Context: an optimization exercise on an open-source flow, tuned for small area and a short achievable clock period. The choices shown serve that exercise and are no tape-out recipe.
In this exercise RTL edits were held to simulation tests only and were not proved equivalent to the original.

nickel:
// ALU
module ALU (
    input             clk,
    input             rst,
    input             i_vld,
    input      [31:0] i_a,
    input      [31:0] i_b,
    input             opcode,
    output reg [31:0] o_res,
    output reg        o_res_vld,
    output reg        overflow
);
export LEC_CHECK = 0
export ABC_AREA = 1
export CAP_MARGIN = 20
export CORE_MARGIN = 2
export CORE_UTILIZATION = 40
export CTS_CLUSTER_DIAMETER = 100
export CTS_CLUSTER_SIZE = 30
export PLACE_DENSITY = 0.6
export SLEW_MARGIN = 20
create_clock -name core_clock -period 9.0 [get_ports {clk}]
standard.sh (not shown) runs the stock make flow with config.mk's settings and CLKGATE_MAP_FILE= SYNTH_SCRIPT=/design/flow/synth_recipe.tcl, a recipe that flattens the netlist after the stock synthesis.
==> flow/flow/run.sh <==
#!/bin/bash
# Standard ORFS layout, with timing repair aiming for a shorter period than
# the clock constraint: repair_timing's setup margin is raised so that the
# resizer keeps working on paths that already meet the 9 ns clock.
set -euo pipefail
MARGIN=$(cat flow/margin.txt)
bash standard.sh synth > synth.log 2>&1
bash standard.sh SETUP_SLACK_MARGIN=$MARGIN finish > layout.log 2>&1
==> flow/flow/margin.txt <==
6.2
The inputs of pepper differ from those of nickel as listed below.
==> flow/flow/margin.txt <==
5.8
Findings:
- Part of the cycle the worst path needs (pepper over nickel): increase, 2.4 points
- | total track usage | higher: nickel |
- Diff nickel -> pepper | final area | decrease of about 1.8%
- [compare] base=nickel new=pepper: clock distribution area overhead in the final layout ~0 delta, wire length per cell now smaller, first-pass GRT wire length now sits lower, longest individual stage delay on the worst path shows an increase of 0.48 ns.
- Of pepper and nickel, the run reporting the higher slack of the critical path was nickel.
- Relative to nickel, the non-clock buffer count measured on pepper has decreased by more than 10%.

---

== run A ==
Another version of the RTL of ALU (not shown whole).
Size: roughly 4600 cells after synthesis, roughly 430 flip-flops, roughly 100 I/O pins.
clock: 9.0 ns
lec_check: 0
cap_margin: 20
core_margin: 2
core_utilization: 40
place_density: 0.6
setup_slack_margin: 5
slew_margin: 20
run.sh (not shown) runs the stock make flow with config.mk's settings and CLKGATE_MAP_FILE= SYNTH_SCRIPT=/design/flow/synth_recipe.tcl, a recipe that flattens the netlist after the stock synthesis.
Stock flow here: none of the scripts above is used.
Input-level comparison between run B and run A:
Settings: an added ABC_AREA of 1.
Notes after the runs:
- For run A, the most common library cell in the layout ignoring fill and taps was sky130_fd_sc_hd__a21oi_1, unlike run B, where it was sky130_fd_sc_hd__nand2_1.
- Run B vs. run A: post-detailed-route wirelength per cell down about 11%; arrival time at the worst endpoint down 0.61 ns.
- Largest driver fanout on the critical path is lower on run A
- Diff run A..run B | worst hold margin | negligible
- Global-route usage ended up 1.9 points lower on run B than on run A.
- The worst-path cell with the longest stage delay comes out sky130_fd_sc_hd__dfxtp_1 in one run and sky130_fd_sc_hd__or4_1 in the other, namely in run B and run A respectively.
- Run B vs run A: adder and majority gate portion of the synthesized area up in run B
Changes in run C relative to run B:
Settings: swapping 0.6 for 0.7 in PLACE_DENSITY; swapping 40 for 55 in CORE_UTILIZATION.
## What came out
Per the comparison of run C with run B, post-route minimum period went up, count of mapped cells out of synthesis did not really move. Comparing area of all placed cells without fillers for run C and run B, the smaller number came from run C. Of the two values seen for end of the critical path, t2[74] was produced by run C and t2[86] by run B.

---

Starting RTL as in the previous note.
## ALU
module ALU (
    input             clk,
    input             rst,
    input             i_vld,
    input      [31:0] i_a,
    input      [31:0] i_b,
    input             opcode,
    output reg [31:0] o_res,
    output reg        o_res_vld,
    output reg        overflow
);
reg        vld1, vld2, vld3;
reg [31:0] a1, b1;
reg        op1;
always @(posedge clk or posedge rst)
    if (rst) begin
        vld1 <= 1'b0; vld2 <= 1'b0; vld3 <= 1'b0; o_res_vld <= 1'b0;
    end else begin
        vld1 <= i_vld; vld2 <= vld1; vld3 <= vld2; o_res_vld <= vld3;
    end
always @(posedge clk) begin
    a1 <= i_a; b1 <= i_b; op1 <= opcode;
end
wire        sa = a1[31], sb = b1[31];
wire [7:0]  ea = a1[30:23], eb = b1[30:23];
wire [22:0] fa = a1[22:0], fb = b1[22:0];
wire        ha = |ea, hb = |eb;
wire [23:0] ma1 = {ha, fa};
wire [23:0] mb1 = {hb, fb};
wire        emax_a = &ea, emax_b = &eb;
wire        fz_a = ~|fa, fz_b = ~|fb;
wire        nan_a = emax_a & ~fz_a, nan_b = emax_b & ~fz_b;
wire        inf_a = emax_a & fz_a,  inf_b = emax_b & fz_b;
wire        zero_a = ~ha & fz_a,    zero_b = ~hb & fz_b;
wire add_nan = nan_a | nan_b | (inf_a & inf_b & (sa ^ sb));
wire mul_nan = nan_a | nan_b | (inf_a & zero_b) | (zero_a & inf_b);
wire nan1  = op1 ? mul_nan : add_nan;
wire inf1  = (inf_a | inf_b) & ~nan1;
wire zero1 = op1 ? (zero_a | zero_b) : (zero_a & zero_b);
wire [8:0]  dab = {1'b0, ea} - {1'b0, eb};
wire [7:0]  dba = eb - ea;
wire        gt  = ~dab[8] & (|dab[7:0]);         
wire        eqe = ~|dab[7:0];
wire [7:0]  diff = dab[8] ? dba : dab[7:0];
wire [23:0] Lp = gt ? ma1 : mb1;
wire [23:0] Sp = gt ? mb1 : ma1;
wire        big = (|diff[7:5]) | (&diff[4:3]);
wire [23:0] sh0 = diff[0] ? {1'b0, Sp[23:1]} : Sp;
wire [23:0] sh1 = diff[1] ? {2'b0, sh0[23:2]} : sh0;
wire [23:0] sh2 = diff[2] ? {4'b0, sh1[23:4]} : sh1;
wire [23:0] sh3 = diff[3] ? {8'b0, sh2[23:8]} : sh2;
wire [23:0] sh4 = diff[4] ? {16'b0, sh3[23:16]} : sh3;
wire [23:0] Sal = big ? {23'b0, Sp[23]} : sh4;
wire        fge = (fa >= fb);
wire        swp = eqe & fge;
wire [23:0] L1 = swp ? Sal : Lp;
wire [23:0] S1 = swp ? Lp : Sal;
  ...
Settings: LEC_CHECK=0, ABC_AREA=1, CAP_MARGIN=20, CORE_MARGIN=2, CORE_UTILIZATION=55, PLACE_DENSITY=0.7, SLEW_MARGIN=20; clock period 9.0 ns.
standard.sh (not shown) runs the stock make flow with config.mk's settings and CLKGATE_MAP_FILE= SYNTH_SCRIPT=/design/flow/synth_recipe.tcl, a recipe that flattens the netlist after the stock synthesis.
==> flow/flow/margin.txt <==
5.6
Scripts as last shown in full above: flow/flow/run.sh
Then changed:
==> flow/run.sh (new file) <==
#!/bin/bash
# synth_recipe.tcl (not shown) runs the flow's synth.tcl, then flattens the netlist and writes it again
# the make line also repeats each setting of config.mk as NAME=value (left out here)
make -C /OpenROAD-flow-scripts/flow DESIGN_CONFIG=/design/flow/config.mk WORK_HOME=/design/flow/orfs CLKGATE_MAP_FILE= SYNTH_SCRIPT=/design/flow/synth_recipe.tcl finish
Settings changed: ABC_AREA 1 to default, CORE_UTILIZATION 55 to 40, PLACE_DENSITY 0.7 to 0.6.
removed: flow/flow/run.sh
removed: flow/flow/margin.txt
removed: flow/standard.sh
Clock skew climbs by 0.034 ns.
Sequential share of layout area is lower by 0.93 points.
Design area is higher by a few percent.
Maximum frequency goes down by a quarter to a third.
Count of clock-buffer cells in the layout came out higher by 8.
Area after synthesis went up by roughly a tenth.
Synthesized cell count climbs by roughly a tenth.
Die area goes up by well over a third.
Wire length increases by about a fifth.

static timing again, ports no longer ideal:
No port has a modelled driver above. Below, the same layouts with a new extraction and two added sets of constraints. Step 1 sets driving cells, clkbuf_16 on the clock port and buf_2 on the other inputs (assumed; they add their load-dependent delay and slew). Step 2, shift: input delay + t, output delay - t, t = (earliest + latest rising clock arrival at the registers) / 2. This alone moves slack from input paths to output paths. Slacks: ideal / step 1 / step 2; pairs: ideal / step 1.
run | shift t [ns] | slack for setup (ns) | worst setup path after step 2 | clock arrival spread, ns | worst data-port slew with drivers (ns)
nickel | 0.716 | 6.063 / 5.991 / 5.530 | input to register | 0.060 / 0.060 | 0.10
pepper | 0.705 | 5.846 / 5.846 / 5.212 | input to register | 0.027 / 0.028 | 0.09
run A | 0.677 | 4.406 / 4.406 / 4.406 | register to register | 0.023 / 0.024 | 0.11
run B | 0.688 | 4.974 / 4.974 / 4.974 | register to register | 0.017 / 0.017 | 0.07
run C | 0.659 | 4.922 / 4.922 / 4.922 | register to register | 0.024 / 0.024 | 0.07
the first run of note 3 | 0.659 | 5.025 / 5.025 / 5.025 | register to register | 0.025 / 0.025 | 0.07
the second run of note 3 | 0.682 | 3.309 / 3.309 / 3.309 | register to register | 0.059 / 0.059 | 0.14
After both steps setup and hold are still met in every run listed. For pepper, which loses most, drivers alone change the setup slack by 0.000 ns; drivers and shift together by -0.634 ns.
